Background: an optimization exercise with open tools, aiming at small area. Do not read the settings as production practice.
The RTL was checked by simulation tests, not by an equivalence proof against the original design.
No activity file was given, so power comes from the tool's default toggle rates.

==> design/flow/design.v <==
module eth_icmp_top (
    input   wire            clk,
    input   wire            rst_n,
    input   wire    [4:0]   i_rx_5b,
    input   wire            i_sfp_los,
    output  reg     [4:0]   o_tx_5b
);
    localparam [47:0] MY_MAC = 48'h123456789ABC;
    localparam DLY = 75;             
    reg     [3:0]   r_prev;          
    reg     [2:0]   r_pos;           
    reg             r_in_frame;
    reg     [7:0]   r_cnt;           
    reg             r_match;
    wire    [8:0]   w_bits = {r_prev, i_rx_5b};
    reg     [4:0]   w_grp;
    always @(*) begin
        case (r_pos)
            3'd0:    w_grp = w_bits[8:4];
            3'd1:    w_grp = w_bits[7:3];
            3'd2:    w_grp = w_bits[6:2];
            3'd3:    w_grp = w_bits[5:1];
            default: w_grp = w_bits[4:0];
        endcase
    end
    wire    [3:0]   w_nib;
    assign w_nib[0] = w_grp[0];
    assign w_nib[1] = w_grp[2] & ~(w_grp[4] & w_grp[3] & w_grp[1] & ~w_grp[0]);
    assign w_nib[2] = (~w_grp[4] & w_grp[3] & w_grp[2] & w_grp[1]) |
                      ( w_grp[4] & w_grp[3] & w_grp[2] & ~w_grp[1]) |
                      ( w_grp[3] & ~w_grp[2] & w_grp[1]);
    assign w_nib[3] = ( w_grp[4] & ~w_grp[3] & w_grp[2] & w_grp[1]) |
                      ( w_grp[4] & w_grp[3] & w_grp[2] & ~w_grp[1]) |
                      ( w_grp[4] & ~w_grp[2] & w_grp[1]);
    reg             w_chk;
    reg     [3:0]   w_exp;
    always @(*) begin
        w_chk = 1'b1;
        case (r_cnt)
            8'd16: w_exp = MY_MAC[43:40];
            8'd17: w_exp = MY_MAC[47:44];
            8'd18: w_exp = MY_MAC[35:32];
            8'd19: w_exp = MY_MAC[39:36];
            8'd20: w_exp = MY_MAC[27:24];
            8'd21: w_exp = MY_MAC[31:28];
            8'd22: w_exp = MY_MAC[19:16];
            8'd23: w_exp = MY_MAC[23:20];
            8'd24: w_exp = MY_MAC[11: 8];
            8'd25: w_exp = MY_MAC[15:12];
            8'd26: w_exp = MY_MAC[ 3: 0];
            8'd27: w_exp = MY_MAC[ 7: 4];
            8'd40: w_exp = 4'h8;         
            8'd41: w_exp = 4'h0;
            8'd42: w_exp = 4'h0;
            8'd43: w_exp = 4'h0;
            8'd62: w_exp = 4'h1;         
            8'd63: w_exp = 4'h0;
            8'd84: w_exp = 4'h8;         
            8'd85: w_exp = 4'h0;
            default: begin w_exp = 4'h0; w_chk = 1'b0; end
        endcase
    end
    wire w_sof = ~r_in_frame & ~&i_rx_5b;
    always @(posedge clk) begin
        r_prev <= i_rx_5b[3:0];
        if (w_sof)
            r_cnt <= {7'd0, ~(i_rx_5b[4] & i_rx_5b[3] & i_rx_5b[2])};
        else if (r_cnt != 8'd255)
            r_cnt <= r_cnt + 8'd1;
        if (~r_in_frame) begin
            r_pos   <= ~i_rx_5b[4] ? 3'd2 :
                       ~i_rx_5b[3] ? 3'd3 :
                       ~i_rx_5b[2] ? 3'd4 :
                       ~i_rx_5b[1] ? 3'd0 : 3'd1;
            r_match <= 1'b1;
        end else if (w_chk & (w_nib != w_exp)) begin
            r_match <= 1'b0;         
        end
    end
    always @(posedge clk or negedge rst_n) begin
        if (~rst_n) begin
            r_in_frame <= 1'b0;
        end else begin
            if (~r_in_frame) r_in_frame <= ~&i_rx_5b;
            else if (&w_grp) r_in_frame <= 1'b0;     
        end
    end
    wire w_accept = r_in_frame & (r_cnt == 8'd85) & r_match & (w_grp == 5'b11110);
    reg     [3:0]   r_dl    [1:DLY];
    wire            w_rot;           
    integer i;
    always @(posedge clk) begin
        r_dl[1] <= w_nib;
        for (i = 2; i <= DLY; i = i + 1)
            r_dl[i] <= r_dl[i - 1];
        if (w_rot) r_dl[DLY - 7] <= r_dl[DLY];
    end
    reg             r_tx;
    reg             r_odd;           
    reg     [10:0]  r_bc;            
    reg             r_cy;
    reg             r_end;           
    reg     [2:0]   r_pl;            
    reg     [31:0]  r_crc;
    assign w_rot = (r_cnt >= 8'd143) & (r_cnt <= 8'd150);
    wire    [3:0]   w_dl  = r_dl[DLY];
    wire            w_hdr = (r_cnt >= 8'd86) & (r_cnt <= 8'd126);       
    wire            w_tail = (~w_hdr & (r_bc < 11'd5)) | r_end;
    wire            w_data = r_tx & (r_cnt >= 8'd91 | r_cnt < 8'd86) & ~w_tail;
    reg     [3:0]   w_tx_nib;
    always @(*) begin
        case (r_cnt)
            8'd91, 8'd92, 8'd93, 8'd94, 8'd95, 8'd96,
            8'd97, 8'd98, 8'd99, 8'd100, 8'd101, 8'd102: w_tx_nib = r_dl[DLY - 12];
            8'd103: w_tx_nib = MY_MAC[43:40];
            8'd104: w_tx_nib = MY_MAC[47:44];
            8'd105: w_tx_nib = MY_MAC[35:32];
            8'd106: w_tx_nib = MY_MAC[39:36];
            8'd107: w_tx_nib = MY_MAC[27:24];
            8'd108: w_tx_nib = MY_MAC[31:28];
            8'd109: w_tx_nib = MY_MAC[19:16];
            8'd110: w_tx_nib = MY_MAC[23:20];
            8'd111: w_tx_nib = MY_MAC[11: 8];
            8'd112: w_tx_nib = MY_MAC[15:12];
            8'd113: w_tx_nib = MY_MAC[ 3: 0];
            8'd114: w_tx_nib = MY_MAC[ 7: 4];
            8'd143, 8'd144, 8'd145, 8'd146,
            8'd147, 8'd148, 8'd149, 8'd150: w_tx_nib = r_dl[DLY - 8];
            8'd159, 8'd160: w_tx_nib = 4'h0;                 
            8'd163: w_tx_nib = w_dl ^ 4'h8;                  
            8'd164: w_tx_nib = w_dl + {3'd0, r_cy};
            default: w_tx_nib = w_dl;
        endcase
    end
    reg     [3:0]   w_x;
    always @(*) begin
        case (r_cnt[1:0])
            2'd2:    w_x = {1'b0, r_pl};             
            2'd3:    w_x = {1'b0, r_pl} - 4'd1;      
            default: w_x = r_bc[3:0];                
        endcase
    end
    wire            w_glitch = (r_cnt >= 8'd110) & (r_cnt <= 8'd112) & (r_pl != 3'd0) &
                               (w_x != 4'd0) & (w_x <= 4'd4) & (r_bc[10:8] == 3'd0);
    wire    [1:0]   w_jh = 2'd0 - w_x[1:0];
    wire    [2:0]   w_j = w_glitch ? {w_jh, ~r_cnt[0]} : 3'd0;
    wire            w_inv = (r_cnt >= 8'd91) & (r_cnt <= 8'd98);
    reg     [31:0]  w_crc_nx;
    reg             w_fb;
    integer k;
    always @(*) begin
        w_crc_nx = r_crc;
        for (k = 0; k < 4; k = k + 1) begin
            w_fb = (w_crc_nx[31] ^ w_tx_nib[k] ^ w_inv) & w_data;
            w_crc_nx = {w_crc_nx[30:0], 1'b0} ^ (32'h04C11DB7 & {32{w_fb}});
        end
    end
    reg     [3:0]   w_fcs;
    always @(*) begin
        case (w_j)
            3'd0: w_fcs = {r_crc[28], r_crc[29], r_crc[30], r_crc[31]};
            3'd1: w_fcs = {r_crc[24], r_crc[25], r_crc[26], r_crc[27]};
            3'd2: w_fcs = {r_crc[20], r_crc[21], r_crc[22], r_crc[23]};
            3'd3: w_fcs = {r_crc[16], r_crc[17], r_crc[18], r_crc[19]};
            3'd4: w_fcs = {r_crc[12], r_crc[13], r_crc[14], r_crc[15]};
            3'd5: w_fcs = {r_crc[ 8], r_crc[ 9], r_crc[10], r_crc[11]};
            3'd6: w_fcs = {r_crc[ 4], r_crc[ 5], r_crc[ 6], r_crc[ 7]};
            default: w_fcs = {r_crc[ 0], r_crc[ 1], r_crc[ 2], r_crc[ 3]};
        endcase
        w_fcs = ~w_fcs;
    end
    function [4:0] enc;
        input [3:0] n;
        case (n)
            4'h0: enc = 5'b11110;   4'h1: enc = 5'b01001;
            4'h2: enc = 5'b10100;   4'h3: enc = 5'b10101;
            4'h4: enc = 5'b01010;   4'h5: enc = 5'b01011;
            4'h6: enc = 5'b01110;   4'h7: enc = 5'b01111;
            4'h8: enc = 5'b10010;   4'h9: enc = 5'b10011;
            4'hA: enc = 5'b10110;   4'hB: enc = 5'b10111;
            4'hC: enc = 5'b11010;   4'hD: enc = 5'b11011;
            4'hE: enc = 5'b11100;   default: enc = 5'b11101;
        endcase
    endfunction
    wire            w_tr = r_end | (r_bc == 11'd0);
    always @(*) begin
        if (~r_tx)
            o_tx_5b = 5'b11111;                              
        else if (r_cnt == 8'd86)
            o_tx_5b = 5'b11000;                              
        else if (r_cnt == 8'd87)
            o_tx_5b = 5'b10001;                              
        else if (r_cnt == 8'd88 || r_cnt == 8'd89)
            o_tx_5b = 5'b01011;                              
        else if (r_cnt == 8'd90)
            o_tx_5b = 5'b11011;                              
        else if (w_tail & w_tr)
            o_tx_5b = r_odd ? 5'b00111 : 5'b01101;           
        else
            o_tx_5b = enc((w_tail | w_glitch) ? w_fcs : w_tx_nib);
    end
    always @(posedge clk) begin
        r_crc <= w_crc_nx;
        r_odd <= w_accept | ~r_odd;
        if (r_cnt == 8'd109)
            r_bc <= {r_dl[DLY - 14][2:0], r_dl[DLY - 17], r_dl[DLY - 16]};
        else
            r_bc <= r_bc - {10'd0, ~w_hdr & r_odd};
        r_cy <= w_dl[3];
        if (w_sof)
            r_end <= 1'b0;
        else if (r_tx & w_glitch & (w_j == 3'd7))
            r_end <= 1'b1;
    end
    wire            w_f = (r_bc[7:3] == 5'd0) | (r_bc[7:3] == 5'd31);
    wire            w_h = (r_bc[7:3] == 5'd31) & (r_bc[2:0] <= 3'd4);
    always @(posedge clk or negedge rst_n) begin
        if (~rst_n)
            r_pl <= 3'd0;
        else if (r_in_frame & r_match & (r_cnt == 8'd113))
            r_pl <= ~w_f ? 3'd0 : w_h ? r_bc[2:0] + 3'd1 : 3'd6;
    end
    always @(posedge clk or negedge rst_n) begin
        if (~rst_n)
            r_tx <= 1'b0;
        else if (w_accept)
            r_tx <= 1'b1;
        else if (w_tail & w_tr & r_odd)
            r_tx <= 1'b0;                                    
    end
endmodule
==> design/flow/run.sh <==
#!/bin/bash
# synth_recipe.tcl (not shown) runs the flow's synth.tcl, then flattens the netlist and writes it again
# the make line also repeats each setting of config.mk as NAME=value (left out here)
make -C /OpenROAD-flow-scripts/flow DESIGN_CONFIG=/design/flow/config.mk WORK_HOME=/design/flow/orfs CLKGATE_MAP_FILE= SYNTH_SCRIPT=/design/flow/synth_recipe.tcl finish
==> design/flow/config.mk <==
export PLATFORM = sky130hd
export DESIGN_NAME = eth_icmp_top
export DESIGN_NICKNAME = eth_icmp_top
export VERILOG_FILES = /design/flow/design.v
export SDC_FILE = /design/flow/constraint.sdc
export NUM_CORES = 4
export LEC_CHECK = 0
export CAP_MARGIN = 20
export CORE_MARGIN = 2
export CORE_UTILIZATION = 40
export CTS_BUF_LIST = sky130_fd_sc_hd__clkbuf_8
export CTS_CLUSTER_DIAMETER = 70
export CTS_CLUSTER_SIZE = 18
export SLEW_MARGIN = 20
==> design/flow/constraint.sdc <==
create_clock -name core_clock -period 10.0 [get_ports {clk}]
set_input_delay 2.0000 -clock core_clock [delete_from_list [all_inputs] [get_ports {clk}]]
set_output_delay 2.0000 -clock core_clock [all_outputs]
set_load 0.01 [all_outputs]
==> impl_metrics.py, run 1 <==
metrics = {
    "status": {
        "status": "timing/DRC/antenna clean",
    },
    "timing": {
        "fin_crit_sh": 0.830,
        "timing.slew.headroom": 0.362,
        "clock_skew_ns": 0.0303,
        "max_freq_mhz": 120,
        "drv_slew": 0,
        "fin_tns_setup_ns": 0,
        "hold_viol": 0,
        "rsz0062_at_grt": "false",
        "period_needed_ns": 8.30,
        "tightest_slew_ns": 0.955,
        "setup_violations": 0,
    },
    "synth": {
        "synth_edf_count": 4,
        "syn-mean-instance-area_um2": 12.8,
        "yosysWarnings": 2,
        "synthesis.area_mm2": 0.0108,
        "ys_ff_latch": 367,
        "ys_seq_area_frac": 0.689,
        "synth_most_common_cell": "dfxtp_1",
        "synth.distinct_cells": 84,
        "synth_top_area_share": 0.666,
        "ys_top_cells_by_count": "dfxtp_1 (358), nor2_1 (50), nand2_1 (46)",
        "synth_area_leaders": "dfxtp_1 (67%), xnor2_1 (2.0%), nor2_1 (1.7%), nand2_1 (1.6%), xor2_1 (1.5%)",
        "synth_fp_nets": 862,
        "syn-instance-count": 841,
        "synth_largest_area_cell": "dfxtp_1",
        "async_reset_ff_frac": 0.0136,
        "synth_ff_type": "dfxtp_1",
    },
    "detailed_routing": {
        "dr.pass1.iters": 5,
        "drc_errors": 0,
        "wl_per_cell_um": 14.5,
        "wl_mm": 17.3,
        "vias_per_cell": 4.77,
        "first_iter_violations": 347,
        "ant_nets": 0,
        "vias": 5723,
    },
    "critical_path": {
        "required_ns": 8.00,
        "cp.arrival_ns": 6.30,
        "cp_max_fo": 18,
        "end_kind": "output pin",
        "path_class": "register to output pin",
        "r2r_cells": 10,
        "reg2reg_slack_ns": 5.32,
        "cp-start-kind": "register",
        "r2r_start": "r_cnt[0]$_DFFE_PP_",
        "r2r_end": "r_crc[13]$_DFF_P_",
        "startpoint": "r_cnt[0]$_DFFE_PP_",
        "crit_path_end": "o_tx_5b[1]",
    },
    "clock_network": {
        "cts-root-buf": "clkbuf_8",
        "cts_buffers": 25,
        "cts.sinks": 367,
        "cts_tree": "built",
        "clock_latency_ns": 0.58,
        "htreeDepth": 1,
        "clk_pin_slew_ns": 0.10,
        "post_cts_buffers": 0,
        "clk_path_buf_depth": 3,
        "postCtsHoldBufs": 0,
        "cts.repair.resized": 0,
    },
    "floorplanning": {
        "placementRows": 60,
        "io_pins": 13,
        "core_region_area_mm2": 0.0267,
        "initial_core_util": 0.404,
        "dieHeight_um": 168,
        "fp.dieArea_mm2": 0.0282,
        "die_w_um": 168,
    },
    "cells_and_area": {
        "final_core_util": 0.433,
        "antennaDiodeCount": 0,
        "syn_to_final_growth_pct": 7.27,
        "nets": 872,
        "drive_above_1_share": 0.0769,
        "final_cells": 1199,
    },
    "min_path": {
        "holdCritPathClass": "register to register",
    },
    "global_route": {
        "antenna_found_initial": 0,
        "grt_usage": 0.123,
        "grt_busiest_layer": "met1",
        "grt_pass1_vias": 5465,
        "grt_max_degree": 25,
        "grt_pass1_wl_mm": 28.5,
        "grt_overflow": 0,
        "use_met1": 0.186,
        "grtUsageMet3": 0.0214,
        "met2_usage": 0.178,
    },
    "run": {
        "maxCapViolations": 0,
    },
    "power": {
        "leakagePower_uw": 0.00463,
        "irDropWorstVdd_mv": 0.194,
        "powerDensity_mw_per_mm2": 258,
    },
    "place": {
        "post-place-cells": 1165,
        "place_hpwl_mm": 11.5,
        "port_buffers": 11,
        "place_congestion": 0.891,
    },
}
==> stage by stage <==
stage | setup WS [ns] | total power (uW) | hold WS (ns) | area, um2
floorplan | 4.42 | 2230 | 0.310 | 10800
global placement | 2.36 | 2330 | 0.310 | 11100
detailed placement | 2.39 | 2340 | 0.312 | 11100
CTS | 1.70 | 3010 | 0.330 | 11500
global route | 1.14 | 3150 | 0.332 | 11500
finish | 1.70 | 2980 | 0.319 | 11500
==> metal layers <==
layer  wire, um  vias up
met1       9120     2695
met4        407        0
met2       7030      122
met5          0        -
li1           -     2878
met3        763       28
==> logic make-up (layout without fill, tap and decap cells) <==
| logic type | Yosys count | count (layout) | synth area share |
|---|---|---|---|
| simple gates | 201 | 201 | 0.0948 |
| fa+ha+maj | 13 | 13 | 0.0151 |
| xor+xnor | 56 | 56 | 0.0596 |
| flops | 367 | 367 | 0.689 |
| compound gates | 129 | 129 | 0.0867 |
| buf+inv | 51 | 68 | 0.0243 |
| mux | 24 | 24 | 0.0305 |
==> how the worst min path moves through the flow <==
stage	from	endpoint	cells after the start	slack, ns
after floorplan	r_dl[9][0]$_DFF_P_	r_dl[10][0]$_DFF_P_	0	0.31
after global placement	r_dl[64][0]$_DFF_P_	r_dl[65][0]$_DFF_P_	0	0.31
after detailed placement	r_dl[25][1]$_DFF_P_	r_dl[26][1]$_DFF_P_	0	0.31
after global routing	r_dl[72][2]$_DFF_P_	r_dl[73][2]$_DFF_P_	0	0.33
final	r_dl[5][3]$_DFF_P_	r_dl[6][3]$_DFF_P_	0	0.32
after CTS	r_dl[53][3]$_DFF_P_	r_dl[54][3]$_DFF_P_	0	0.33
==> flip-flops by register name, summed over array words and instances (netlist names), 3 cells and up <==
name    cells
r_bc       11
r_cnt       8
r_crc      32
r_dl      300
r_pl        3
r_pos       3
r_prev      4
==> layout make-up <==
cell class / count / area [um2]
Clock buffer: 26 / 358
Clock inverter: 8 / 58.8
Fill cell: 2473 / 15100
Inverter: 22 / 82.6
Multi-Input combinational cell: 423 / 3080
Sequential cell: 367 / 7410
Tap cell: 341 / 427
Timing Repair Buffer: 12 / 118
==> power breakdown <==
group,internal (uW),leakage (uW),switching (uW)
Clock,245,0.000226,422
Combinational,163,0.00135,288
Sequential,1730,0.00306,130
==> critical path: stages, from the launching register on <==
cell and delay, ns:
edfxtp_1 0.83, inv_1 0.36, ha_1 0.54, nor2_1 0.36, a221o_1 0.48, inv_1 0.36, ha_1 0.32, xnor2_1 0.13
or3_1 0.52, a2111oi_0 0.46, a211o_1 0.20, a22oi_2 0.12, nand3_1 0.11, o31ai_1 0.07, o311ai_1 0.25, clkdlybuf4s50_1 0.60
==> cells in the final DEF, fill, tap and decap left out, types with 6 or more instances in the layout <==
master,Yosys,final
clkdlybuf4s50_1,0,11
xnor2_1,25,25
nor2_1,50,50
inv_1,21,25
mux2i_1,11,11
clkbuf_8,0,26
nand3_1,21,21
nand2_1,46,46
xor2_1,19,19
o22ai_1,9,9
a21oi_1,24,24
mux2_2,6,6
nor3_1,15,15
a221o_1,7,7
nor2b_1,13,13
ha_1,13,13
a211oi_1,8,8
dfxtp_1,358,358
xnor3_1,6,6
and2_1,7,7
a31oi_1,11,11
and3_1,9,9
o21ai_0,24,24
==> run 2, diff against run 1 <==
--- a/design/flow/design.v
+++ b/design/flow/design.v
@@ -106,4 +106,4 @@
     wire    [3:0]   w_dl  = r_dl[DLY];
-    wire            w_hdr = (r_cnt >= 8'd86) & (r_cnt <= 8'd126);       
-    wire            w_tail = (~w_hdr & (r_bc < 11'd5)) | r_end;
+    wire            w_hdr = (r_cnt >= 8'd86) & (r_cnt <= 8'd132);       
+    wire            w_tail = (~w_hdr & (r_bc[10:3] == 8'd0)) | r_end;
     wire            w_data = r_tx & (r_cnt >= 8'd91 | r_cnt < 8'd86) & ~w_tail;
@@ -146,3 +146,2 @@
     wire    [2:0]   w_j = w_glitch ? {w_jh, ~r_cnt[0]} : 3'd0;
-    wire            w_inv = (r_cnt >= 8'd91) & (r_cnt <= 8'd98);
     reg     [31:0]  w_crc_nx;
@@ -153,4 +152,4 @@
         for (k = 0; k < 4; k = k + 1) begin
-            w_fb = (w_crc_nx[31] ^ w_tx_nib[k] ^ w_inv) & w_data;
-            w_crc_nx = {w_crc_nx[30:0], 1'b0} ^ (32'h04C11DB7 & {32{w_fb}});
+            w_fb = (w_crc_nx[31] ^ w_tx_nib[k]) & w_data;
+            w_crc_nx = {w_crc_nx[30:0], ~w_data} ^ (32'h04C11DB7 & {32{w_fb}});
         end
@@ -184,3 +183,3 @@
     endfunction
-    wire            w_tr = r_end | (r_bc == 11'd0);
+    wire            w_tr = r_end | ~r_bc[2];     
     always @(*) begin
==> run 2 against run 1 <==
  * First-iteration DRC count up 24%
  * Sequential power up 8%
  * Critical endpoint is now o_tx_5b[3]
  * Cell area down 1.4%
  * Setup slack better by 0.28 ns
  * Critical path type unchanged
  * Routed wire length down 0.65%
  * Synthesized area down 1.6%
  * Highest routed layer unchanged
  * Still clean on timing, DRC and antenna
  * Die area down 1.5%
  * Worst hold slack better by 0.0036 ns
  * Largest cell class unchanged
  * Clock skew down 0.014 ns
  * Register-to-register slack worse by 0.60 ns
  * Utilization up 0.36 points
==> impl_metrics.py, run 2 <==
metrics = {
    "floorplanning": {
        "core_region_area_mm2": 0.0261,
        "initial_core_util": 0.406,
        "die_w_um": 167,
        "io_pins": 13,
        "dieHeight_um": 167,
        "placementRows": 59,
        "fp.dieArea_mm2": 0.0278,
    },
    "clock_network": {
        "cts_tree": "built",
        "clock_latency_ns": 0.58,
        "cts.repair.resized": 0,
        "postCtsHoldBufs": 0,
        "htreeDepth": 1,
        "clk_path_buf_depth": 3,
        "cts_buffers": 24,
        "post_cts_buffers": 0,
        "cts-root-buf": "clkbuf_8",
        "clk_pin_slew_ns": 0.12,
        "cts.sinks": 367,
    },
    "synth": {
        "synthesis.area_mm2": 0.0106,
        "synth_largest_area_cell": "dfxtp_1",
        "synth_area_leaders": "dfxtp_1 (68%), xnor2_1 (2.6%), xor2_1 (1.8%), o21ai_0 (1.7%), nand2_1 (1.7%)",
        "synth_edf_count": 4,
        "ys_seq_area_frac": 0.700,
        "yosysWarnings": 2,
        "synth_fp_nets": 864,
        "synth_ff_type": "dfxtp_1",
        "synth_most_common_cell": "dfxtp_1",
        "syn-mean-instance-area_um2": 12.6,
        "synth_top_area_share": 0.677,
        "syn-instance-count": 843,
        "async_reset_ff_frac": 0.0136,
        "ys_top_cells_by_count": "dfxtp_1 (358), nand2_1 (49), nor2_1 (38)",
        "ys_ff_latch": 367,
        "synth.distinct_cells": 74,
    },
    "cells_and_area": {
        "syn_to_final_growth_pct": 7.46,
        "regMostFlops": "r_dl",
        "final_common_cell": "dfxtp_1",
        "largest_reg_flops": 300,
        "nets": 872,
        "finish.instance_area_mm2": 0.0114,
        "final_cell_mix": "dfxtp_1 (358), nand2_1 (49), nor2_1 (38), o21ai_0 (37), xnor2_1 (32)",
        "nFillCells": 2417,
        "drive_above_1_share": 0.0607,
        "final_core_util": 0.437,
        "antennaDiodeCount": 0,
        "top_regs": "r_dl x300, r_crc x32, r_bc x11",
        "regArea_mm2": 0.00741,
        "multi_input_area_mm2": 0.00295,
    },
    "critical_path": {
        "worstPathCellList": "inv_1, ha_1, nor2_1, a221oi_2, buf_4, ha_1, inv_1, a311oi_1, o22a_1, a2bb2oi_1, nor3_1, o21a_1, o211ai_1, clkdlybuf4s50_1",
        "max_stage_delay_ns": 0.91,
        "cp.arrival_ns": 6.02,
        "crit_slowest_cell": "edfxtp_1",
        "cp-start-kind": "register",
        "end_kind": "output pin",
        "crit_buf_inv": 4,
        "path_class": "register to output pin",
        "cp_max_fo": 25,
        "critPathTopFamily": "compound AO/OA/AOI/OAI gates",
        "required_ns": 8.00,
    },
    "timing": {
        "period_needed_ns": 8.02,
        "tightest_slew_ns": 1.03,
        "drv_slew": 0,
        "setup_violations": 0,
        "clock_skew_ns": 0.0167,
        "hold-worst-slack_ns": 0.323,
        "rsz0062_at_grt": "false",
        "hold_viol": 0,
        "fin_tns_setup_ns": 0,
        "fin_crit_sh": 0.802,
        "max_freq_mhz": 125,
        "timing.slew.headroom": 0.312,
    },
    "detailed_routing": {
        "vias": 5782,
        "wl_mm": 17.2,
        "drc_errors": 0,
        "dr.pass1.iters": 5,
        "ant_nets": 0,
        "vias_per_cell": 4.85,
        "wl_per_cell_um": 14.5,
        "first_iter_violations": 430,
    },
    "run": {
        "maxCapViolations": 0,
    },
    "global_route": {
        "antenna_found_initial": 0,
        "grt_pass1_wl_mm": 28.6,
        "grt_overflow": 0,
        "grt_usage": 0.124,
        "grt_max_degree": 35,
        "grt_pass1_vias": 5505,
    },
    "power": {
        "irDropWorstVdd_mv": 0.137,
        "leakagePower_uw": 0.00450,
        "total_power_uw": 3370,
        "powerDensity_mw_per_mm2": 296,
    },
    "place": {
        "place_hpwl_mm": 11.1,
        "place_congestion": 0.851,
        "port_buffers": 11,
        "dpl_cell_area_mm2": 0.0110,
    },
    "status": {
        "status": "timing/DRC/antenna clean",
    },
    "min_path": {
        "holdCritPathClass": "register to register",
    },
}
run 2: cell count changes after synthesis, moves of 5 or more:
cell,delta
a221o_1,-6
a31oi_1,-5
buf_2,+5
clkbuf_1,+5
mux2i_1,+6
nand2b_1,+6
nand4_1,+5
nor2_1,-12
o21ai_0,+13
o22ai_1,-5
xnor2_1,+7
xnor3_1,-6
run 2: worst paths after layout:
kind                               startpoint              endpoint  cells after the start  slack (ns)
setup / recovery           r_cnt[0]$_DFFE_PP_            o_tx_5b[3]                     14        1.98
hold / removal             r_dl[2][0]$_DFF_P_    r_dl[3][0]$_DFF_P_                      0        0.32
setup reg to reg           r_cnt[0]$_DFFE_PP_      r_crc[4]$_DFF_P_                     11        4.72
hold reg to reg            r_dl[2][0]$_DFF_P_    r_dl[3][0]$_DFF_P_                      0        0.32
max in group asynchronous               rst_n      r_tx$_DFFE_PN0P_                      1        8.02
min in group asynchronous               rst_n  r_in_frame$_DFF_PN0_                      1        1.69
run 2: logic make-up (layout without fill, tap and decap cells):
logic type	Yosys count	after routing	synth area share
flops	367	367	0.700
buf+inv	55	68	0.0216
fa+ha+maj	13	13	0.0154
xor+xnor	56	56	0.0486
mux	28	28	0.0331
compound gates	133	133	0.0872
simple gates	191	191	0.0941
run 2: layer usage:
| layer | GRT usage | routed length, um |
|---|---|---|
| met4 | 0.0435 | 555 |
| met1 | 0.183 | 8810 |
| met2 | 0.177 | 6980 |
| met3 | 0.0297 | 864 |
| met5 | 0 | 0 |
run 2: per-stage QoR:
step           cells  setup WS (ns)
6_report        1191           1.98
5_1_grt         1191           1.52
4_1_cts         1191           1.93
3_5_place_dp    1160           2.64
3_3_place_gp    1160           2.63
2_1_floorplan    843           3.63
run 2: report_power, final:
group	switching, uW	internal [uW]
sequential	190	1810
clock	422	224
combinational	417	309
total	1030	2340
run 2: area by class of cell:
class | count | area share
sequential | 367 | 0.651
multi-input combinational | 421 | 0.259
timing repair buffer | 14 | 0.0117
clock buffer | 24 | 0.0290
clock inverter | 7 | 0.00396
tap | 335 | 0.0368
inverter | 23 | 0.00759
==> run 3, diff against run 2 <==
==> design/flow/flow/run.sh (new file) <==
#!/bin/bash
# Standard layout, with two changes: the port buffers are buf_1 cells, and
# clock tree synthesis uses clkbuf_8 clusters without dummy loads.
set -euo pipefail
export BUFFER_PORTS_ARGS="-buffer_cell sky130_fd_sc_hd__buf_1"
export CTS_ARGS="-sink_clustering_enable -repair_clock_nets -sink_clustering_size 18 -sink_clustering_max_diameter 70 -buf_list sky130_fd_sc_hd__clkbuf_8 -dont_use_dummy_load"
bash standard.sh > standard.log 2>&1
==> design/flow/standard.sh (new file) <==
#!/bin/bash
# synth_recipe.tcl (not shown) runs the flow's synth.tcl, then flattens the netlist and writes it again
# the make line also repeats each setting of config.mk as NAME=value (left out here)
make -C /OpenROAD-flow-scripts/flow DESIGN_CONFIG=/design/flow/config.mk WORK_HOME=/design/flow/orfs CLKGATE_MAP_FILE= SYNTH_SCRIPT=/design/flow/synth_recipe.tcl "${@:-finish}"
removed: design/flow/run.sh
==> run 3 against run 2 <==
  * Die area unchanged
  * Count of clock-buffer cells in the layout did not move
  * Largest power group unchanged
  * Via count hardly changed
  * First-iteration DRC count shrank 0.23%
  * Flip-flop and latch count is the same
  * Still clean
  * Cell area down 1.1%
  * Register-to-register slack improved by 0.09 ns
==> impl_metrics.py, run 3 <==
metrics = {
    "clock_network": {
        "post_cts_buffers": 0,
        "clock_latency_ns": 0.56,
        "cts-root-buf": "clkbuf_8",
        "cts_tree": "built",
        "htreeDepth": 1,
        "postCtsHoldBufs": 0,
        "clk_path_buf_depth": 3,
        "cts.repair.resized": 0,
        "clk_pin_slew_ns": 0.11,
        "cts.sinks": 367,
        "cts_buffers": 24,
    },
    "timing": {
        "fin_tns_setup_ns": 0,
        "setup_violations": 0,
        "rsz0062_at_grt": "false",
        "clock_skew_ns": 0.0475,
        "drv_slew": 0,
        "max_freq_mhz": 128,
        "timing.slew.headroom": 0.307,
        "fin_crit_sh": 0.784,
        "period_needed_ns": 7.84,
        "tightest_slew_ns": 1.04,
        "hold_viol": 0,
    },
    "synth": {
        "synth_area_leaders": "dfxtp_1 (68%), xnor2_1 (2.6%), xor2_1 (1.8%), o21ai_0 (1.7%), nand2_1 (1.7%)",
        "yosysWarnings": 2,
        "async_reset_ff_frac": 0.0136,
        "synth_top_area_share": 0.677,
        "syn-mean-instance-area_um2": 12.6,
        "synth_largest_area_cell": "dfxtp_1",
        "ys_seq_area_frac": 0.700,
        "synthesis.area_mm2": 0.0106,
        "syn-instance-count": 843,
        "synth.distinct_cells": 74,
        "synth_edf_count": 4,
        "ys_ff_latch": 367,
        "synth_most_common_cell": "dfxtp_1",
        "ys_top_cells_by_count": "dfxtp_1 (358), nand2_1 (49), nor2_1 (38)",
        "synth_ff_type": "dfxtp_1",
        "synth_fp_nets": 864,
    },
    "detailed_routing": {
        "drc_errors": 0,
        "vias": 5779,
        "ant_nets": 0,
        "first_iter_violations": 429,
        "dr.pass1.iters": 5,
        "vias_per_cell": 4.89,
        "wl_mm": 17.4,
        "wl_per_cell_um": 14.7,
    },
    "critical_path": {
        "reg2reg_slack_ns": 4.81,
        "r2r_start": "r_cnt[0]$_DFFE_PP_",
        "crit_slowest_cell": "edfxtp_1",
        "max_stage_delay_ns": 0.93,
        "cp.arrival_ns": 5.84,
        "required_ns": 8.00,
        "path_common_cell": "ha_1",
        "worstPathCellList": "ha_1, nor2_1, a221oi_2, buf_4, ha_1, inv_1, a311oi_1, o22a_1, a2bb2oi_1, nor3_1, o21a_1, o211ai_1, buf_1",
        "end_kind": "output pin",
        "cp-start-kind": "register",
        "r2r_end": "r_crc[4]$_DFF_P_",
        "cp_max_fo": 26,
        "startpoint": "r_cnt[0]$_DFFE_PP_",
        "r2r_cells": 11,
        "path_class": "register to output pin",
    },
    "cells_and_area": {
        "antennaDiodeCount": 0,
        "regMostFlops": "r_dl",
        "finish.instance_area_mm2": 0.0113,
        "largest_reg_flops": 300,
        "drive_above_1_share": 0.0566,
        "final_common_cell": "dfxtp_1",
        "syn_to_final_growth_pct": 6.31,
        "nets": 871,
        "final_cell_mix": "dfxtp_1 (358), nand2_1 (49), nor2_1 (38), o21ai_0 (37), xnor2_1 (32)",
        "top_regs": "r_dl x300, r_crc x32, r_bc x11",
    },
    "power": {
        "intPower_uw": 2330,
        "p_comb_frac": 0.217,
        "swShare": 0.303,
        "p_clk_frac": 0.186,
        "powerDensity_mw_per_mm2": 297,
        "irDropWorstVdd_mv": 0.143,
        "leakagePower_uw": 0.00442,
        "p_switching_uw": 1010,
        "seq_power_share": 0.597,
    },
    "floorplanning": {
        "die_w_um": 167,
        "placementRows": 59,
        "dieHeight_um": 167,
        "fp.dieArea_mm2": 0.0278,
        "io_pins": 13,
        "core_region_area_mm2": 0.0261,
        "initial_core_util": 0.406,
    },
    "place": {
        "place_hpwl_mm": 11.3,
        "port_buffers": 11,
        "dpl_cell_area_mm2": 0.0109,
        "place_congestion": 0.876,
    },
    "global_route": {
        "grt_overflow": 0,
        "grt_usage": 0.126,
        "grt_pass1_wl_mm": 29.0,
        "antenna_found_initial": 0,
        "grt_max_degree": 35,
        "grt_pass1_vias": 5508,
    },
    "min_path": {
        "whs_path_depth": 0,
        "holdCritPathClass": "register to register",
        "worstHoldStart": "r_dl[51][2]$_DFF_P_",
        "min_to": "r_dl[52][2]$_DFF_P_",
    },
    "run": {
        "maxCapViolations": 0,
    },
    "status": {
        "status": "timing/DRC/antenna clean",
    },
}
-- run 3: cell counts after synthesis --
No cell type changed its count.
-- run 3: power by group through the flow --
stage	sequential, uW	combinational (uW)	clock (uW)
2_1_floorplan	1920	635	0
3_3_place_gp	2030	711	0
3_5_place_dp	2020	719	0
4_1_cts	2000	723	654
5_1_grt	2040	804	702
6_report	2000	725	621
-- run 3: final cells by class --
type,instances,area (um2)
Fill cell,2421,14800
Timing Repair Buffer,13,56.3
Inverter,23,86.3
Multi-Input combinational cell,421,2950
Clock buffer,24,330
Tap cell,335,419
Sequential cell,367,7410
-- run 3: metal layers --
metal / track usage / up-vias / share of wire
met3: 0.0273 / 35 / 0.058
met4: 0.0427 / 0 / 0.026
li1: - / 2887 / -
met2: 0.177 / 139 / 0.40
met5: 0 / - / 0
met1: 0.191 / 2718 / 0.52
-- run 3: metrics by stage --
stage | setup WS, ns | utilization | total power [uW] | hold slack, ns | cells
2_1_floorplan | 3.63 | - | 2560 | 0.310 | 843
3_3_place_gp | 2.82 | 0.419 | 2740 | 0.311 | 1159
3_5_place_dp | 2.76 | 0.419 | 2740 | 0.312 | 1159
4_1_cts | 2.16 | 0.432 | 3380 | 0.295 | 1183
5_1_grt | 1.57 | 0.432 | 3540 | 0.293 | 1183
6_report | 2.16 | 0.432 | 3340 | 0.310 | 1183
-- run 3: cell families (layout without fill, tap and decap cells) --
logic type      after synthesis  in the layout  share of synthesized area
compound gates              133            133                     0.0872
xor+xnor                     56             56                     0.0486
fa+ha+maj                    13             13                     0.0154
buf+inv                      55             60                     0.0216
flops                       367            367                      0.700
mux                          28             28                     0.0331
simple gates                191            191                     0.0941
-- run 3: how the worst max path moves through the flow --
stage / endpoint / slack (ns) / cells after the start
3_3_place_gp: o_tx_5b[3] / 2.82 / 13
6_report: o_tx_5b[3] / 2.16 / 13
5_1_grt: o_tx_5b[3] / 1.57 / 13
3_5_place_dp: o_tx_5b[3] / 2.76 / 13
2_1_floorplan: o_tx_5b[2] / 3.63 / 17
4_1_cts: o_tx_5b[3] / 2.16 / 13
-- run 3: critical path, delay by kind of cell (launching register included) --
family          cells  cell delay [ns]
compound gates      6             1.79
buf+inv             3             0.63
flops               1             0.93
simple gates        2             0.42
fa+ha+maj           2             1.52
==> run 4, diff against run 3 <==
==> design/flow/flow/run.sh (replaced) <==
#!/bin/bash
# Own layout flow: the standard flow with three changes.
#  1. After the standard synthesis, the combinational logic between the
#     registers is mapped again by ABC with an area-oriented script
#     (deepsyn + area mapping).  The registers, their names and their cells
#     are left exactly as the standard synthesis made them.
#  2. The port buffers are buf_1 cells.
#  3. Clock tree synthesis uses clkbuf_8 clusters without dummy loads.
# Each tool's output goes to a log file of its own in this folder.
set -euo pipefail
RES=orfs/results/${FLOW_PLATFORM}/eth_icmp_top/base
LIB=${FLOW_HOME}/platforms/${FLOW_PLATFORM}/lib/sky130_fd_sc_hd__tt_025C_1v80.lib
YOSYS=${FLOW_HOME}/../tools/install/yosys/bin/yosys

bash standard.sh synth > standard_synth.log 2>&1
cp $RES/1_2_yosys.v standard_1_2_yosys.v

cat > remap.ys <<EOY
read_liberty -ignore_miss_func $LIB
read_verilog standard_1_2_yosys.v
hierarchy -top $FLOW_TOP
blackbox sky130_fd_sc_hd__df* sky130_fd_sc_hd__edf* sky130_fd_sc_hd__sdf*
flatten
opt_clean -purge
tee -o remap_stat_before.txt stat -liberty $LIB
abc -liberty $LIB -dont_use sky130_fd_sc_hd__lpflow_bleeder_1 -dont_use sky130_fd_sc_hd__lpflow_clkbufkapwr_1 -dont_use sky130_fd_sc_hd__lpflow_clkbufkapwr_16 -dont_use sky130_fd_sc_hd__lpflow_clkbufkapwr_2 -dont_use sky130_fd_sc_hd__lpflow_clkbufkapwr_4 -dont_use sky130_fd_sc_hd__lpflow_clkbufkapwr_8 -dont_use sky130_fd_sc_hd__lpflow_clkinvkapwr_1 -dont_use sky130_fd_sc_hd__lpflow_clkinvkapwr_16 -dont_use sky130_fd_sc_hd__lpflow_clkinvkapwr_2 -dont_use sky130_fd_sc_hd__lpflow_clkinvkapwr_4 -dont_use sky130_fd_sc_hd__lpflow_clkinvkapwr_8 -dont_use sky130_fd_sc_hd__lpflow_decapkapwr_12 -dont_use sky130_fd_sc_hd__lpflow_decapkapwr_3 -dont_use sky130_fd_sc_hd__lpflow_decapkapwr_4 -dont_use sky130_fd_sc_hd__lpflow_decapkapwr_6 -dont_use sky130_fd_sc_hd__lpflow_decapkapwr_8 -dont_use sky130_fd_sc_hd__lpflow_inputiso0n_1 -dont_use sky130_fd_sc_hd__lpflow_inputiso0p_1 -dont_use sky130_fd_sc_hd__lpflow_inputiso1n_1 -dont_use sky130_fd_sc_hd__lpflow_inputiso1p_1 -dont_use sky130_fd_sc_hd__lpflow_inputisolatch_1 -dont_use sky130_fd_sc_hd__lpflow_isobufsrc_1 -dont_use sky130_fd_sc_hd__lpflow_isobufsrc_16 -dont_use sky130_fd_sc_hd__lpflow_isobufsrc_2 -dont_use sky130_fd_sc_hd__lpflow_isobufsrc_4 -dont_use sky130_fd_sc_hd__lpflow_isobufsrc_8 -dont_use sky130_fd_sc_hd__lpflow_isobufsrckapwr_16 -dont_use sky130_fd_sc_hd__lpflow_lsbuf_lh_hl_isowell_tap_1 -dont_use sky130_fd_sc_hd__lpflow_lsbuf_lh_hl_isowell_tap_2 -dont_use sky130_fd_sc_hd__lpflow_lsbuf_lh_hl_isowell_tap_4 -dont_use sky130_fd_sc_hd__lpflow_lsbuf_lh_isowell_4 -dont_use sky130_fd_sc_hd__lpflow_lsbuf_lh_isowell_tap_1 -dont_use sky130_fd_sc_hd__lpflow_lsbuf_lh_isowell_tap_2 -dont_use sky130_fd_sc_hd__lpflow_lsbuf_lh_isowell_tap_4 -dont_use sky130_fd_sc_hd__probe_p_8 -dont_use sky130_fd_sc_hd__probec_p_8  -dont_use sky130_fd_sc_hd__probe_p_8 -dont_use sky130_fd_sc_hd__probec_p_8 -script +strash;&get,-n;&deepsyn,-T,60;&put;dc2;&get,-n;&dch,-f;&nf,-a,-R,1000;&put
splitnets
opt_clean -purge
hilomap -singleton -hicell sky130_fd_sc_hd__conb_1 HI -locell sky130_fd_sc_hd__conb_1 LO
insbuf -buf sky130_fd_sc_hd__buf_4 A X
opt_clean -purge
rename -hide w:*\$func\$*
tee -o remap_check.txt check
tee -o remap_stat.txt stat -liberty $LIB
write_verilog -noattr -nohex -nodec remap.v
EOY
$YOSYS -s remap.ys > remap.log 2>&1
cp remap.v $RES/1_2_yosys.v
rm -f $RES/1_synth.odb $RES/1_synth.sdc

export BUFFER_PORTS_ARGS="-buffer_cell sky130_fd_sc_hd__buf_1"
export CTS_ARGS="-sink_clustering_enable -repair_clock_nets -sink_clustering_size 18 -sink_clustering_max_diameter 70 -buf_list sky130_fd_sc_hd__clkbuf_8 -dont_use_dummy_load"
bash standard.sh > standard.log 2>&1
==> run 4 against run 3 <==
  * First-iteration DRC count decreased by 17%
  * Routed wire length decreased by 17%
  * Global-route usage shrank 0.90 points
  * Worst hold slack improved by 0.0055 ns
  * Final cell count fell by 7.4%
  * Power is 19% lower
  * Non-clock buffer count down 2
  * Cell area decreased by 8.5%
  * Clock skew shrank 0.030 ns
  * Critical path type unchanged
==> impl_metrics.py, run 4 <==
metrics = {
    "status": {
        "status": "timing/DRC/antenna clean",
    },
    "cells_and_area": {
        "final_core_util": 0.440,
        "finish.instance_area_mm2": 0.0103,
        "largest_reg_flops": 300,
        "syn_to_final_growth_pct": 8.08,
        "top_regs": "r_dl x300, r_crc x32, r_bc x11",
        "nets": 786,
        "antennaDiodeCount": 0,
        "final_common_cell": "dfxtp_1",
        "drive_above_1_share": 0.0309,
        "regMostFlops": "r_dl",
        "final_cell_mix": "dfxtp_1 (358), nand2_1 (63), nor2_1 (56), a21oi_1 (29), o21ai_0 (25)",
    },
    "critical_path": {
        "critPathTopFamily": "compound AO/OA/AOI/OAI gates",
        "cp_max_fo": 19,
        "cp-start-kind": "register",
        "required_ns": 8.00,
        "crit_slowest_cell": "edfxtp_1",
        "max_stage_delay_ns": 0.69,
        "crit_buf_inv": 1,
        "path_class": "register to output pin",
        "cp.arrival_ns": 4.69,
        "end_kind": "output pin",
        "worstPathCellList": "and3_1, and2_0, nor2_1, nor3b_1, a31oi_1, nor2_1, a222oi_1, o31ai_1, a21oi_1, o221ai_1, xor2_1, nand2_1, a21oi_1, and2_0, o221ai_1, buf_1",
    },
    "detailed_routing": {
        "first_iter_violations": 355,
        "drc_errors": 0,
        "wl_per_cell_um": 13.3,
        "vias_per_cell": 4.61,
        "ant_nets": 0,
        "vias": 5046,
        "dr.pass1.iters": 5,
        "wl_mm": 14.5,
    },
    "clock_network": {
        "clock_latency_ns": 0.54,
        "clk_path_buf_depth": 3,
        "cts.repair.resized": 0,
        "htreeDepth": 1,
        "cts.sinks": 367,
        "cts_buffers": 24,
        "postCtsHoldBufs": 0,
        "cts-root-buf": "clkbuf_8",
        "clk_pin_slew_ns": 0.10,
        "cts_tree": "built",
        "post_cts_buffers": 0,
    },
    "floorplanning": {
        "fp.dieArea_mm2": 0.0251,
        "core_region_area_mm2": 0.0234,
        "io_pins": 13,
        "dieHeight_um": 158,
        "die_w_um": 158,
        "initial_core_util": 0.407,
        "placementRows": 56,
    },
    "timing": {
        "tightest_slew_ns": 0.881,
        "period_needed_ns": 6.69,
        "fin_crit_sh": 0.669,
        "setup_violations": 0,
        "hold_viol": 0,
        "drv_slew": 0,
        "clock_skew_ns": 0.0178,
        "max_freq_mhz": 150,
        "rsz0062_at_grt": "false",
        "fin_tns_setup_ns": 0,
        "timing.slew.headroom": 0.407,
    },
    "place": {
        "place_hpwl_mm": 9.51,
        "dpl_cell_area_mm2": 0.00997,
        "port_buffers": 11,
        "place_congestion": 0.887,
    },
    "synth": {
        "yosysWarnings": 2,
        "synthesis.area_mm2": 0.00953,
        "syn-instance-count": 741,
        "syn-mean-instance-area_um2": 12.9,
        "synth_fp_nets": 749,
    },
    "global_route": {
        "antenna_found_initial": 0,
        "grt_usage": 0.117,
        "grt_overflow": 0,
        "grt_max_degree": 20,
        "grt_pass1_vias": 4625,
        "grt_pass1_wl_mm": 23.5,
    },
    "power": {
        "irDropWorstVdd_mv": 0.178,
        "leakagePower_uw": 0.00394,
        "powerDensity_mw_per_mm2": 262,
    },
    "run": {
        "maxCapViolations": 0,
    },
    "min_path": {
        "holdCritPathClass": "register to register",
    },
}
-- run 4: where the power goes --
part | internal (uW) | switching, uW
clock network | 216 | 399
registers | 1750 | 131
logic | 74.5 | 130
total | 2040 | 660
-- run 4: layer usage --
layer / global-route usage / wire length (um) / vias to the layer above
li1: - / - / 2578
met3: 0.0212 / 666 / 27
met5: 0 / 0 / -
met4: 0.0365 / 410 / 0
met1: 0.184 / 7860 / 2341
met2: 0.162 / 5570 / 100
-- run 4: path summary, 6_finish.rpt --
kind | to | slack [ns] | depth (start not counted) | startpoint
worst max-delay path | o_tx_5b[3] | 3.31 | 16 | r_cnt[0]$_DFFE_PP_
worst min register to register | r_dl[48][0]$_DFF_P_ | 0.32 | 0 | r_dl[47][0]$_DFF_P_
worst max register to register | r_crc[8]$_DFF_P_ | 5.58 | 14 | r_cnt[0]$_DFFE_PP_
max in group asynchronous | r_pl[1]$_DFFE_PN0P_ | 8.43 | 1 | rst_n
worst min-delay path | r_dl[48][0]$_DFF_P_ | 0.32 | 0 | r_dl[47][0]$_DFF_P_
min in group asynchronous | r_pl[0]$_DFFE_PN0P_ | 1.31 | 1 | rst_n
-- run 4: metrics by stage --
step	setup slack [ns]	hold WS [ns]	cells	power, uW
after floorplan	4.80	0.310	741	2010
after global placement	4.02	0.310	1071	2100
after detailed placement	4.00	0.312	1071	2110
after CTS	3.37	0.317	1095	2730
after global routing	2.98	0.328	1095	2840
final	3.31	0.316	1095	2700
-- run 4: cell type report --
class / instances / area (um2)
fill: 2204 / 13100
sequential: 367 / 7410
multi-input combinational: 363 / 2080
tap: 319 / 399
clock buffer: 24 / 330
timing repair buffer: 11 / 41.3
inverter: 11 / 41.3
-- run 4: worst register-to-register path, cell delays in order (launching register included) --
cell and delay, ns:
edfxtp_1 0.80, and3_1 0.29, and2_0 0.31, nor2_1 0.17
nor3b_1 0.21, a31oi_1 0.09, nor2_1 0.50, a22oi_1 0.21
nand2_1 0.13, a21oi_1 0.07, xnor2_1 0.52, xor2_1 0.38
nor3_1 0.08, a21oi_1 0.41, xnor2_1 0.18
==> run 5, diff against run 4 <==
--- a/design/flow/design.v
+++ b/design/flow/design.v
@@ -13,3 +13,2 @@
     reg     [7:0]   r_cnt;           
-    reg             r_match;
     wire    [8:0]   w_bits = {r_prev, i_rx_5b};
@@ -34,30 +33,2 @@
                       ( w_grp[4] & ~w_grp[2] & w_grp[1]);
-    reg             w_chk;
-    reg     [3:0]   w_exp;
-    always @(*) begin
-        w_chk = 1'b1;
-        case (r_cnt)
-            8'd16: w_exp = MY_MAC[43:40];
-            8'd17: w_exp = MY_MAC[47:44];
-            8'd18: w_exp = MY_MAC[35:32];
-            8'd19: w_exp = MY_MAC[39:36];
-            8'd20: w_exp = MY_MAC[27:24];
-            8'd21: w_exp = MY_MAC[31:28];
-            8'd22: w_exp = MY_MAC[19:16];
-            8'd23: w_exp = MY_MAC[23:20];
-            8'd24: w_exp = MY_MAC[11: 8];
-            8'd25: w_exp = MY_MAC[15:12];
-            8'd26: w_exp = MY_MAC[ 3: 0];
-            8'd27: w_exp = MY_MAC[ 7: 4];
-            8'd40: w_exp = 4'h8;         
-            8'd41: w_exp = 4'h0;
-            8'd42: w_exp = 4'h0;
-            8'd43: w_exp = 4'h0;
-            8'd62: w_exp = 4'h1;         
-            8'd63: w_exp = 4'h0;
-            8'd84: w_exp = 4'h8;         
-            8'd85: w_exp = 4'h0;
-            default: begin w_exp = 4'h0; w_chk = 1'b0; end
-        endcase
-    end
     wire w_sof = ~r_in_frame & ~&i_rx_5b;
@@ -69,3 +40,3 @@
             r_cnt <= r_cnt + 8'd1;
-        if (~r_in_frame) begin
+        if (~r_in_frame)
             r_pos   <= ~i_rx_5b[4] ? 3'd2 :
@@ -74,6 +45,2 @@
                        ~i_rx_5b[1] ? 3'd0 : 3'd1;
-            r_match <= 1'b1;
-        end else if (w_chk & (w_nib != w_exp)) begin
-            r_match <= 1'b0;         
-        end
     end
@@ -87,5 +54,5 @@
     end
-    wire w_accept = r_in_frame & (r_cnt == 8'd85) & r_match & (w_grp == 5'b11110);
     reg     [3:0]   r_dl    [1:DLY];
-    wire            w_rot;           
+    wire            w_rot_mac;       
+    wire            w_rot_ip;        
     integer i;
@@ -95,4 +62,21 @@
             r_dl[i] <= r_dl[i - 1];
-        if (w_rot) r_dl[DLY - 7] <= r_dl[DLY];
-    end
+        if (w_rot_mac) r_dl[DLY - 11] <= r_dl[DLY];
+        if (w_rot_ip)  r_dl[DLY - 7]  <= r_dl[DLY];
+    end
+    function [3:0] mac_nib;              
+        input integer n;
+        mac_nib = MY_MAC[(47 - 8 * (n / 2) - 4 * (1 - n % 2)) -: 4];
+    endfunction
+    reg             w_match;
+    integer m;
+    always @(*) begin
+        w_match = 1'b1;
+        for (m = 0; m < 12; m = m + 1)
+            w_match = w_match & (r_dl[69 - m] == mac_nib(m));
+        w_match = w_match & (r_dl[45] == 4'h8) & (r_dl[44] == 4'h0) &   
+                  (r_dl[43] == 4'h0) & (r_dl[42] == 4'h0) &
+                  (r_dl[23] == 4'h1) & (r_dl[22] == 4'h0) &              
+                  (r_dl[1] == 4'h8) & (w_grp == 5'b11110);               
+    end
+    wire w_accept = r_in_frame & (r_cnt == 8'd85) & w_match;
     reg             r_tx;
@@ -104,3 +88,4 @@
     reg     [31:0]  r_crc;
-    assign w_rot = (r_cnt >= 8'd143) & (r_cnt <= 8'd150);
+    assign w_rot_mac = (r_cnt >= 8'd91) & (r_cnt <= 8'd102);
+    assign w_rot_ip  = (r_cnt >= 8'd143) & (r_cnt <= 8'd150);
     wire    [3:0]   w_dl  = r_dl[DLY];
@@ -114,17 +99,5 @@
             8'd97, 8'd98, 8'd99, 8'd100, 8'd101, 8'd102: w_tx_nib = r_dl[DLY - 12];
-            8'd103: w_tx_nib = MY_MAC[43:40];
-            8'd104: w_tx_nib = MY_MAC[47:44];
-            8'd105: w_tx_nib = MY_MAC[35:32];
-            8'd106: w_tx_nib = MY_MAC[39:36];
-            8'd107: w_tx_nib = MY_MAC[27:24];
-            8'd108: w_tx_nib = MY_MAC[31:28];
-            8'd109: w_tx_nib = MY_MAC[19:16];
-            8'd110: w_tx_nib = MY_MAC[23:20];
-            8'd111: w_tx_nib = MY_MAC[11: 8];
-            8'd112: w_tx_nib = MY_MAC[15:12];
-            8'd113: w_tx_nib = MY_MAC[ 3: 0];
-            8'd114: w_tx_nib = MY_MAC[ 7: 4];
             8'd143, 8'd144, 8'd145, 8'd146,
             8'd147, 8'd148, 8'd149, 8'd150: w_tx_nib = r_dl[DLY - 8];
-            8'd159, 8'd160: w_tx_nib = 4'h0;                 
+            8'd159: w_tx_nib = w_dl ^ 4'h8;                  
             8'd163: w_tx_nib = w_dl ^ 4'h8;                  
@@ -218,3 +191,3 @@
             r_pl <= 3'd0;
-        else if (r_in_frame & r_match & (r_cnt == 8'd113))
+        else if (r_in_frame & (r_tx | r_end) & (r_cnt == 8'd113))
             r_pl <= ~w_f ? 3'd0 : w_h ? r_bc[2:0] + 3'd1 : 3'd6;
==> run 5 against run 4 <==
  * Count of clock-buffer cells in the layout is the same
  * Clock power is 0.8% higher
  * Setup slack better by 0.0011 ns
  * Critical endpoint unchanged
  * Largest power group unchanged
==> impl_metrics.py, run 5 <==
metrics = {
    "timing": {
        "fin_tns_setup_ns": 0,
        "fin_crit_sh": 0.668,
        "period_needed_ns": 6.68,
        "clock_skew_ns": 0.0787,
        "max_freq_mhz": 150,
        "timing.slew.headroom": 0.328,
        "drv_slew": 0,
        "hold_viol": 0,
        "setup_violations": 0,
        "tightest_slew_ns": 0.998,
        "fin_ws_ns": 3.32,
        "rsz0062_at_grt": "false",
    },
    "synth": {
        "syn-instance-count": 739,
        "syn-mean-instance-area_um2": 13.0,
        "synthesis.area_mm2": 0.00959,
        "synth_fp_nets": 747,
        "yosysWarnings": 2,
    },
    "critical_path": {
        "worstPathCellList": "and2_0, nand3_1, xnor2_1, and3_1, or2_0, a21o_1, nand3_1, a21oi_1, a221o_1, a31oi_1, o22ai_1, nor2_1, nand2_1, a21o_1, nand2_1, nand2_1, a211oi_1, a31oi_1, buf_1",
        "crit_slowest_cell": "dfxtp_1",
        "cp_max_fo": 16,
        "path_common_cell": "nand2_1",
        "end_kind": "output pin",
        "max_stage_delay_ns": 0.68,
        "path_class": "register to output pin",
        "required_ns": 8.00,
        "cp.arrival_ns": 4.68,
        "cp-start-kind": "register",
    },
    "detailed_routing": {
        "drc_errors": 0,
        "first_iter_violations": 271,
        "wl_per_cell_um": 14.4,
        "vias": 5126,
        "ant_nets": 0,
        "wl_mm": 15.7,
        "vias_per_cell": 4.69,
        "dr.pass1.iters": 5,
    },
    "floorplanning": {
        "placementRows": 56,
        "core_region_area_mm2": 0.0235,
        "fp.dieArea_mm2": 0.0252,
        "die_w_um": 159,
        "io_pins": 13,
        "initial_core_util": 0.409,
        "dieHeight_um": 159,
    },
    "cells_and_area": {
        "nets": 784,
        "final_cell_mix": "dfxtp_1 (357), nand2_1 (57), nor2_1 (52), o21ai_0 (29), xnor2_1 (28)",
        "final_common_cell": "dfxtp_1",
        "top_regs": "r_dl x300, r_crc x32, r_bc x11",
        "drive_above_1_share": 0.0310,
        "largest_reg_flops": 300,
        "antennaDiodeCount": 0,
        "regMostFlops": "r_dl",
        "nFillCells": 2175,
        "syn_to_final_growth_pct": 8.04,
    },
    "global_route": {
        "grt_pass1_wl_mm": 25.7,
        "grt_max_degree": 19,
        "antenna_found_initial": 0,
        "grt_pass1_vias": 4860,
        "grt_overflow": 0,
        "grt_usage": 0.126,
    },
    "clock_network": {
        "cts.repair.resized": 0,
        "clk_path_buf_depth": 3,
        "clock_latency_ns": 0.59,
        "cts-root-buf": "clkbuf_8",
        "postCtsHoldBufs": 0,
        "cts_buffers": 24,
        "htreeDepth": 1,
        "post_cts_buffers": 0,
        "cts.sinks": 366,
        "clk_pin_slew_ns": 0.11,
        "cts_tree": "built",
    },
    "place": {
        "place_hpwl_mm": 10.5,
        "place_congestion": 0.834,
        "dp_slack_ns": 3.98,
        "port_buffers": 11,
    },
    "power": {
        "powerDensity_mw_per_mm2": 253,
        "leakagePower_uw": 0.00397,
        "irDropWorstVdd_mv": 0.152,
    },
    "status": {
        "status": "timing/DRC/antenna clean",
    },
    "run": {
        "maxCapViolations": 0,
    },
    "min_path": {
        "holdCritPathClass": "register to register",
    },
}
-- run 5: area by class of cell --
type                    count  area, um2  share of cell area
multi-input cells         358       2140               0.207
flip-flops and latches    366       7390               0.714
inverters                  15       56.3             0.00543
repair buffers             11       41.3             0.00399
well taps                 319        399              0.0385
clock buffers              24        330              0.0319
-- run 5: stage by stage --
step                      area, um2  power, uW  hold slack [ns]   util  std cells
after floorplan                9590       1950            0.310      -        739
after global placement        10000       2020            0.310  0.427       1069
after detailed placement      10000       2030            0.312  0.427       1069
after CTS                     10400       2650            0.272  0.441       1093
after global routing          10400       2750            0.284  0.441       1093
final                         10400       2620            0.274  0.441       1093
-- run 5: worst paths after layout --
check	from	to	slack, ns	depth (start not counted)
max in group asynchronous	rst_n	r_pl[0]$_DFFE_PN0P_	8.37	1
worst min-delay path	r_dl[37][0]$_DFF_P_	r_dl[38][0]$_DFF_P_	0.27	0
worst max-delay path	r_cnt[1]$_SDFFE_PP0P_	o_tx_5b[3]	3.32	19
worst max register to register	r_cnt[1]$_SDFFE_PP0P_	r_crc[8]$_DFF_P_	5.23	15
min in group asynchronous	rst_n	r_pl[2]$_DFFE_PN0P_	1.29	1
worst min register to register	r_dl[37][0]$_DFF_P_	r_dl[38][0]$_DFF_P_	0.27	0
-- run 5: layer usage --
metal	part of all wire	vias to the layer above	global-route usage	wire [um]
met5	0	-	0	0
met4	0.031	0	0.0488	487
met3	0.035	35	0.0222	554
met2	0.42	70	0.185	6540
met1	0.52	2443	0.184	8120
li1	-	2578	-	-
-- run 5: critical path, delay by kind of cell (launching register included) --
kind,cells,cell delay [ns]
xor+xnor,1,0.17
simple gates,9,1.63
buf+inv,1,0.14
compound gates,8,1.47
flops,1,0.68
-- run 5: power breakdown --
group | leakage [uW] | switching, uW | internal (uW)
logic | 0.000745 | 93.7 | 66.6
clock network | 0.000173 | 404 | 216
registers | 0.00305 | 122 | 1710

-- static timing again, ports no longer ideal --
How much do the figures lean on ideal ports? The routed layouts below were timed once more, with nothing changed but the port constraints.
Step 1: set_driving_cell puts a clkbuf_16 on clk and a buf_2 on each other input, an assumption about the parent block.
Step 2 adds t to the input delays and takes it off the output delays; t is the mean of the earliest and latest rising clock arrival at the registers after step 1. Input paths then give back, and output paths get back, about the clock's delay inside the block.
a / b / c = no drivers / after step 1 / after step 2; a / b = the first two.
run | t (ns) | setup WS [ns] | hold WS [ns] | latest minus earliest clock arrival (ns) | slew at the worst register clock pin (ns)
run 1 | 0.610 | 1.700 / 1.653 / 2.263 | 0.319 / 0.319 / 0.319 | 0.031 / 0.030 | 0.11 / 0.11
run 2 | 0.613 | 1.977 / 1.938 / 2.551 | 0.323 / 0.323 / 0.323 | 0.021 / 0.022 | 0.12 / 0.12
run 3 | 0.581 | 2.161 / 2.119 / 2.700 | 0.310 / 0.310 / 0.310 | 0.050 / 0.050 | 0.11 / 0.11
run 4 | 0.574 | 3.314 / 3.275 / 3.849 | 0.316 / 0.316 / 0.316 | 0.023 / 0.022 | 0.11 / 0.11
run 5 | 0.597 | 3.315 / 3.273 / 3.870 | 0.274 / 0.274 / 0.274 | 0.080 / 0.080 | 0.11 / 0.11
After both steps setup and hold are still met in every run listed.
